From an optimization exercise on the open Yosys and OpenROAD flow, aimed at small area and a short achievable clock period; shortcuts taken in it are not production practice. Function was not checked in any run shown here: the RTL went through the layout flow alone.

==> flow/design.v, too long to show whole: its modules and the start of the top module <==
// module top: 1680 lines
// module fa: 4 lines
// module ha: 4 lines
module top (input logic clk, rst,
            input logic enable, din,
            input logic signed [10:0] x,
            output logic signed [11:0] q,
            output logic spike);
  // ...
==> flow/flow/run.sh <==
#!/bin/bash
# Standard ORFS layout (the standard.sh), with timing repair aimed at a
# setup slack of 8.3 ns at the design's 12 ns clock, so that the resizer keeps
# improving paths that already meet 12 ns.  Logs: standard.log and orfs/logs.
set -euo pipefail
bash standard.sh SETUP_SLACK_MARGIN=8.3  BUFFER_PORTS_ARGS="-buffer_cell sky130_fd_sc_hd__buf_2" finish > standard.log 2>&1
==> flow/standard.sh <==
#!/bin/bash
# synth_recipe.tcl (not shown) runs the flow's synth.tcl, then flattens the netlist and writes it again
# the make line also repeats each setting of config.mk as NAME=value (left out here)
make -C /OpenROAD-flow-scripts/flow DESIGN_CONFIG=/design/flow/config.mk WORK_HOME=/design/flow/orfs CLKGATE_MAP_FILE= SYNTH_SCRIPT=/design/flow/synth_recipe.tcl "${@:-finish}"
==> flow/config.mk <==
export PLATFORM = sky130hd
export DESIGN_NAME = top
export DESIGN_NICKNAME = top
export VERILOG_FILES = /design/flow/design.v
export SDC_FILE = /design/flow/constraint.sdc
export NUM_CORES = 4
export LEC_CHECK = 0
export ABC_AREA = 1
export CAP_MARGIN = 20
export CORE_MARGIN = 2
export CORE_UTILIZATION = 40
export SETUP_SLACK_MARGIN = 5
export SLEW_MARGIN = 20
export SYNTH_HIERARCHICAL = 1
export SYNTH_MINIMUM_KEEP_SIZE = 0
==> flow/constraint.sdc <==
create_clock -name core_clock -period 12.0 [get_ports {clk}]
set_input_delay 2.4000 -clock core_clock [delete_from_list [all_inputs] [get_ports {clk}]]
set_output_delay 2.4000 -clock core_clock [all_outputs]
set_load 0.01 [all_outputs]
==> results by group, run 1 <==
Clocking
  • Clk slew on worst S/H paths: around 0.06 ns
  • CTS tree: built

Floorplan
  • Tap cells: about 960
  • I/O pin cnt: 28

Critical path
  • Largest stage delay, worst path: between 0.5 and 0.6 ns
  • Buf/Inv on CP: 2
  • Critical Path Source: y1a[5]$_SDFF_PP0_
  • Crit path to: y1a[4]$_SDFF_PP0_

Detailed routing
  • Metal2 WL: 32.8 mm
  • Routed WL: 71.6 mm
  • Routed len/inst: approximately 16 um

Finish
  • Clk cell area share: 0.0439
  • Seq_cells: slightly above 400
  • Post-Route Utilization: 0.468
  • Most common cell after layout, fill and taps aside: inv_1
  • Syn-to-layout area delta: 16.1%

Yosys
  • Largest family of logic cells by synthesized area: adder cells
  • Mux cell area share after synthesis: 0

Run status
  • Status: finished clean

Place
  • Dpl cell area: a little over 30000 um2
  • GP Congestion: between 0.8 and 0.9

Timing
  • Tmin final: about 3.7 ns
  • Final period util: 0.308
==> run 2: changes to the inputs <==
==> flow/flow/run.sh (replaced) <==
#!/bin/bash
# Standard ORFS layout (the standard.sh), with timing repair aimed at a
# setup slack of 8.2 ns at the design's 12 ns clock, so that the resizer keeps
# improving paths that already meet 12 ns.  Logs: standard.log and orfs/logs.
set -euo pipefail
bash standard.sh SETUP_SLACK_MARGIN=8.2  BUFFER_PORTS_ARGS="-buffer_cell sky130_fd_sc_hd__buf_2" finish > standard.log 2>&1
==> results by group, run 2 <==
Run status
  • Status: finished clean (unchanged)

Yosys
  • Number of warning messages in the yosys log: 7 (unchanged)
  • Ys flop type: dfxtp_1 (unchanged)
  • Post-synth cell types: 49 (unchanged)
  • Main area contributors after synthesis: dfxtp_1, fa_1, ha_1 (unchanged)
  • Post-synth EDFFs: 0 (unchanged)
  • Largest family of logic cells by synthesized area: adder cells (unchanged)
  • Post-synth top area share: 0.275 (unchanged)
  • Syn Area/Cell: 8.74 um2 (unchanged)
  • Yosys reg bits: 403 (unchanged)
  • Mapped cell area: 29300 um2 (unchanged)
  • Adder-cell share of the synthesized area: 0.366 (unchanged)
  • Syn Inst Count: 3354 (unchanged)
  • Compound-Gate Fraction of Synth Area: 0.140 (unchanged)
  • Largest area contributor in the netlist: dfxtp_1 (unchanged)
  • Asr flop ratio synth: 0 (unchanged)
  • Mux cell area share after synthesis: 0 (unchanged)
  • Most frequent cell after synthesis: inv_1 (unchanged)
  • Sequential share of the synthesized area: 0.275 (unchanged)
  • Synth Area in XOR/XNOR: 0.00508 (unchanged)
  • Commonest cells in the netlist: inv_1, nand2_1, dfxtp_1, fa_1, nor2_1 (unchanged)
  • Post-Synth Simple-Gate Area: 0.139 (unchanged)

Finish
  • Most common cell after layout, fill and taps aside: inv_1 (unchanged)
  • Nets: 4114 (was 4126)
  • Leading registers by flop count: h1 x21, h2 x21, v47 x19 (unchanged)
  • Commonest cells after routing, fill and taps aside: inv_1, nand2_1, fa_1 (unchanged)
  • Syn-to-layout area delta: 14.7% (was 16.1%)
  • Reg area: 8230 um2 (was 8280 um2)
  • Fillers: 6967 (was 6932)
  • Number of diodes: 0 (unchanged)
  • Multi-input logic area: 19800 um2 (was 20100 um2)
  • Layout cells sized above 1: 0.129 (was 0.148)

Job
  • Maximum Capacitance Violations: 0 (unchanged)

Critical path
  • Maximum fanout along the worst path: 7 (unchanged)
  • Critical Path Start Type: flip-flop (unchanged)
  • Reg2Reg Launch Point: btn[2]$_SDFF_PP0_ (was y1a[5]$_SDFF_PP0_)
  • Endpoint class of the critical path: flip-flop (unchanged)
  • CP Data Arrival Time: 4.25 ns (was 4.19 ns)
  • Reg-to-reg slack, setup: 8.21 ns (was 8.30 ns)
  • R2r endpoint: p[8]$_SDFF_PP0_ (was y1a[4]$_SDFF_PP0_)
  • Required time of the critical path: 12.45 ns (was 12.49 ns)
  • R2R depth: 15 (was 12)
  • WS Path Type: flip-flop to flip-flop (unchanged)

Place
  • GP Congestion: 0.883 (was 0.856)
  • PortBufs: 27 (unchanged)
  • DP Wirelength: 54.3 mm (was 53.6 mm)
  • Setup WS pre-CTS: 7.47 ns (was 7.21 ns)

Timing
  • Final setup fails: 0 (unchanged)
  • Slew HR: 0.543 (was 0.595)
  • F_max: 0.264 GHz (was 0.270 GHz)
  • Slew Viols, Final: 0 (unchanged)
  • Tmin final: 3.79 ns (was 3.70 ns)
  • Slew @ Worst Pin: 0.685 ns (was 0.608 ns)
  • Final hold violation count: 0 (unchanged)
  • Final period util: 0.316 (was 0.308)
  • Setup_tns: 0 ns (unchanged)
  • RSZ-0062 raised after global routing: true (unchanged)
  • PnR worst setup slack: 8.21 ns (was 8.30 ns)
  • Final setup skew: 0.0265 ns (was 0.0380 ns)

Clocking
  • H-tree depth: 2 (unchanged)
  • Hold Buf Count CTS: 0 (unchanged)
  • Cts bufs inserted: 46 (was 44)
  • Clock buffer depth: 3 (unchanged)
  • CTS tree: built (unchanged)
  • Num Clock Sinks: 403 (unchanged)
  • Root buf cell: clkbuf_16 (unchanged)
  • Clock latency (worst-skew pair): 0.60 ns (about the same)
  • Clk slew on worst S/H paths: 0.06 ns (about the same)

Floorplan
  • Starting Density: 0.403 (unchanged)
  • Die X: 275 um (unchanged)
  • Core area: 72700 um2 (unchanged)
  • Height of the die: 275 um (unchanged)
  • Die ar.: 75500 um2 (unchanged)
  • Row cnt: 99 (unchanged)
  • I/O pin cnt: 28 (unchanged)

Detailed routing
  • Iteration-0 DRC Markers: 1497 (was 1496)
  • Routed WL: 71.4 mm (was 71.6 mm)
  • 1st-pass router iterations: 6 (was 5)
  • # DRC: 0 (unchanged)
  • DR vias/cell: 5.02 (was 5.06)
  • Via count: 22343 (was 22533)
  • Post-route ant nets: 0 (unchanged)
  • Routed len/inst: 16.1 um (about the same)

Global route
  • First-pass GRT wire length: 115 mm (was 116 mm)
  • Total gr overflow: 0 (unchanged)
  • Vias in the first global route: 21476 (was 22226)
  • Largest net degree at the start of global routing: 89 (was 86)
  • Gr usage total: 0.191 (about the same)
  • Initial antenna violation count: 0 (unchanged)

Min path
  • Worst Hold Depth: 2 (unchanged)
  • Hold Crit Endpoint: z2[4]$_SDFF_PP0_ (was z3[6]$_SDFF_PP0_)
  • Worst hold path type: flip-flop to flip-flop (unchanged)
  • Hold path startpoint: z1[4]$_SDFF_PP0_ (was z2[6]$_SDFF_PP0_)
-- run 2: how the worst max path moves through the flow --
stage	startpoint	end	slack (ns)
2_1_floorplan	x[0]	w33[15]$_SDFF_PP0_	8.06
3_3_place_gp	rst	h2[13]$_SDFF_PP1_	7.45
3_5_place_dp	rst	h2[13]$_SDFF_PP1_	7.47
4_1_cts	z0[7]$_SDFF_PP0_	p[10]$_SDFF_PP0_	8.18
5_1_grt	bon[3]$_SDFF_PP0_	p[11]$_SDFF_PP0_	8.04
6_report	btn[2]$_SDFF_PP0_	p[8]$_SDFF_PP0_	8.21
-- run 2: modules after synthesis (local to each module, per instance) --
module	times used	cells	flops+latches
fa	348	1	0
ha	56	1	0
top	1	2950	403
-- run 2: routing by layer --
layer / part of all wire / wire [um] / up-vias / global-route usage
met5: 0 / 0 / - / 0
met4: 0.023 / 1630 / 0 / 0.0428
met3: 0.046 / 3270 / 117 / 0.0277
met2: 0.46 / 32700 / 433 / 0.307
met1: 0.47 / 33800 / 10663 / 0.271
li1: - / - / 11130 / -
-- run 2: cell families (layout without fill, tap and decap cells) --
family | count (synthesis) | count (layout)
XOR/XNOR | 17 | 17
buffers and inverters | 578 | 713
other | 1 | 2
AND/OR/NAND/NOR | 976 | 976
adder cells (fa/ha/maj) | 646 | 646
AO/OA/AOI/OAI | 733 | 733
flip-flops | 403 | 403
-- run 2: worst max-delay path: stages (launching register included) --
cell	delay, ns
dfxtp_2	0.35
clkinvlp_4	0.16
buf_4	0.18
o211ai_1	0.30
fa_1	0.50
fa_2	0.38
fa_1	0.56
ha_4	0.23
a21oi_2	0.19
o21ai_0	0.12
nand2_1	0.13
o2111ai_4	0.14
nand2_1	0.09
o211ai_1	0.12
o21ai_1	0.15
a21oi_1	0.06
-- run 2: layout make-up --
cell class	count	area share
tap	959	0.0357
timing repair inverter	2	0.000372
sequential	403	0.245
inverter	512	0.0582
multi-input combinational	2374	0.589
clock buffer	63	0.0391
clock inverter	22	0.00792
timing repair buffer	114	0.0253
-- run 2: stage by stage --
stage / instance area, um2 / instances / util / hold slack (ns)
after floorplan: 29400 / 3355 / - / 0.388
after global placement: 30500 / 4279 / 0.419 / 0.388
after detailed placement: 30500 / 4279 / 0.419 / 0.394
after CTS: 32400 / 4382 / 0.446 / 0.393
after global routing: 33600 / 4449 / 0.463 / 0.413
final: 33600 / 4449 / 0.463 / 0.400
-- run 2: what timing repair did --
item | CTS | global route
buffers inserted | 18 | 65
cloned | 0 | 2
pin swaps | 8 | 69
gates resized for setup | 103 | 187
endpoints found under the setup margin | 79 | 148

what the ideal ports hide:
The results above use ideal ports. As a check the final layouts listed here were re-extracted and re-timed, cells and wires unchanged. Step 1, drivers: a clkbuf_16 drives clk and a buf_2 each remaining input, both assumed. Step 2 moves the port delays by t, midway between the first and last clock arrival at a register: inputs arrive t later, outputs are due t later. That takes back most of the time a late clock gives input paths. a / b / c = ideal ports / drivers / drivers and shift; a / b = the first two.
| run | t, ns | setup WS [ns] | worst data-port slew with drivers (ns) |
|---|---|---|---|
| run 1 | 0.641 | 8.299 / 8.299 / 7.661 | 0.07 |
| run 2 | 0.645 | 8.207 / 8.207 / 7.743 | 0.07 |
After both steps every run listed still meets setup and hold. The setup slack of run 1, which loses most, moves by 0.000 ns with the drivers and by -0.638 ns with both steps.
